Source: an optimization exercise on an open RTL-to-GDS flow (aim: small area). Production flows keep margins and buffers that such runs may drop.
In this exercise RTL edits were held to simulation tests only and were not proved equivalent to the original.
Power figures rest on the tool's default switching activity, not on a simulated workload.

== nickel ==
// dp_dtm
module dp_dtm
(
    input   logic   [0  : 0]    tdi,
    input   logic   [0  : 0]    tms,
    input   logic   [0  : 0]    tck,
    input   logic   [0  : 0]    trst,
    output  logic   [0  : 0]    tdo,
    output  logic   [6  : 0]    dmi_address,
    output  logic   [31 : 0]    dmi_wdata,
    input   logic   [31 : 0]    dmi_rdata,
    output  logic   [1  : 0]    dmi_op
);
Settings: LEC_CHECK=0, CAP_MARGIN=0, CORE_MARGIN=2, CORE_UTILIZATION=35, PLACE_DENSITY=0.5, SLEW_MARGIN=0, SYNTH_HIERARCHICAL=1, SYNTH_MINIMUM_KEEP_SIZE=0; clock period 10.0 ns.
run.sh (not shown) runs the stock make flow with config.mk's settings and CLKGATE_MAP_FILE= SYNTH_SCRIPT=/design/flow/synth_recipe.tcl, a recipe that flattens the netlist after the stock synthesis.
### nickel -> onyx
Settings: CORE_UTILIZATION changed from 35 to 40; PLACE_DENSITY changed from 0.5 to 0.9.
[summary]
nickel → onyx: half-perimeter wire length after placement picked up an extra about 2.7%, synthesis-to-layout area growth increased by 0.63 points relative to the old numbers, utilization after layout now sits higher, area of the die down 12%, total net switching power lower. Across nickel and onyx, none had a timing, DRC or antenna violation. Max-slew headroom at the worst pin in onyx is 4.6 points below nickel. Re global-route usage: nickel and onyx aren't equal, and the lower value belongs to nickel. The worst-case hold slack on onyx is in line with that on nickel. The total power of onyx was inferior to that of nickel.
Input-level comparison between umber and onyx:
Settings: PLACE_DENSITY now 0.5, was 0.9.
- Going from onyx to umber, minimum clock period after layout increased by 0.012 ns relative to the old numbers, maximum vdd ir drop saw an increase, met3 layer usage reported by global route fell by 0.62 points.
--- input diff umber..cedar ---
Settings: PLACE_DENSITY now 0.55, was 0.5.
==> comparison <==
- [compare] base=umber new=cedar: final routed wirelength across all metal layers held steady, total DRC errors in the routed layout held steady.
- cedar falls short of umber in switching power summed over all nets.
- Going from umber to cedar, area growth from synthesis to layout grows by 0.83 points.
- In cedar, final critical delay including setup and external delays is lower than in umber.
- Reported for cedar and umber, synthesized cell count turned out identical to the last digit.
- In the reports for cedar and umber, the smaller fmax belongs to umber.
- dmi_rdata[29] as the launch point of the critical path was reported by cedar, and dmi_rdata[27] by umber.
- Of cedar and umber, the lower post-route cell area belongs to umber.
- umber -> cedar: number of clock buffer instances in the layout delta 0, exact match
- Switching share of total power (lower): cedar
- There was hardly any difference in post-placement cell count between umber and cedar.
Modified inputs, juniper compared to cedar
Settings: PLACE_DENSITY now 0.45, was 0.55.
==> results.txt <==
- Sort cedar and juniper by post-detailed-routing wire length asc -> top: cedar
- Per the comparison of juniper with cedar, area fraction of clock buffers and clock inverters now sits at about the same level; arrival time of data at the critical path endpoint now sits higher; share of total power in sequential cells now sits higher; post-DP HPWL now sits higher.
- Per the comparison of juniper with cedar, share of power burned in combinational logic went up by 0.2 points, hold slack went down by 0.012 ns, share of the core filled with cells in the final layout was more or less identical.
- Looking at number of vias in the routed layout across cedar and juniper, the one that comes out higher is cedar.
- | register share of the cell area | juniper vs cedar | ≈ equal |
Modified inputs, harbor compared to juniper
Settings: PLACE_DENSITY: 0.45 -> 0.5; GPL_TIMING_DRIVEN: unset -> 0.
Relative to juniper, global-route wire length before repair decreased by 0.87% in harbor. Measured against each other, harbor and juniper differ in cell area, the lower figure coming from juniper. The met1 routing resource usage after global routing in harbor was higher than what juniper gave.

dp_dtm again, from the RTL that the note above started with.
==> flow/config.mk <==
export PLATFORM = sky130hd
export DESIGN_NAME = dp_dtm
export DESIGN_NICKNAME = dp_dtm
export VERILOG_FILES = /design/flow/design.v
export SDC_FILE = /design/flow/constraint.sdc
export NUM_CORES = 4
export LEC_CHECK = 0
export CAP_MARGIN = 0
export CORE_MARGIN = 2
export CORE_UTILIZATION = 40
export PLACE_DENSITY = 0.75
export SLEW_MARGIN = 0
export SYNTH_HIERARCHICAL = 1
export SYNTH_MINIMUM_KEEP_SIZE = 0
==> flow/constraint.sdc <==
create_clock -name core_clock -period 10.0 [get_ports {tck}]
set_input_delay 2.0000 -clock core_clock [delete_from_list [all_inputs] [get_ports {tck}]]
set_output_delay 2.0000 -clock core_clock [all_outputs]
set_load 0.01 [all_outputs]
Edit:
- PLACE_DENSITY: 0.75 -> 0.4
Result: Cell area shrinks by 0.30%; final cell count stays the same; die area stays the same; first-iteration DRC count shrinks by 32%; utilization shrinks by 0.16 points; total power shrinks by 1.6%; wire length shrinks by 0.90%; worst setup slack gets worse by 0.0088 ns; clock skew is about the same; register-to-register slack hardly moves.
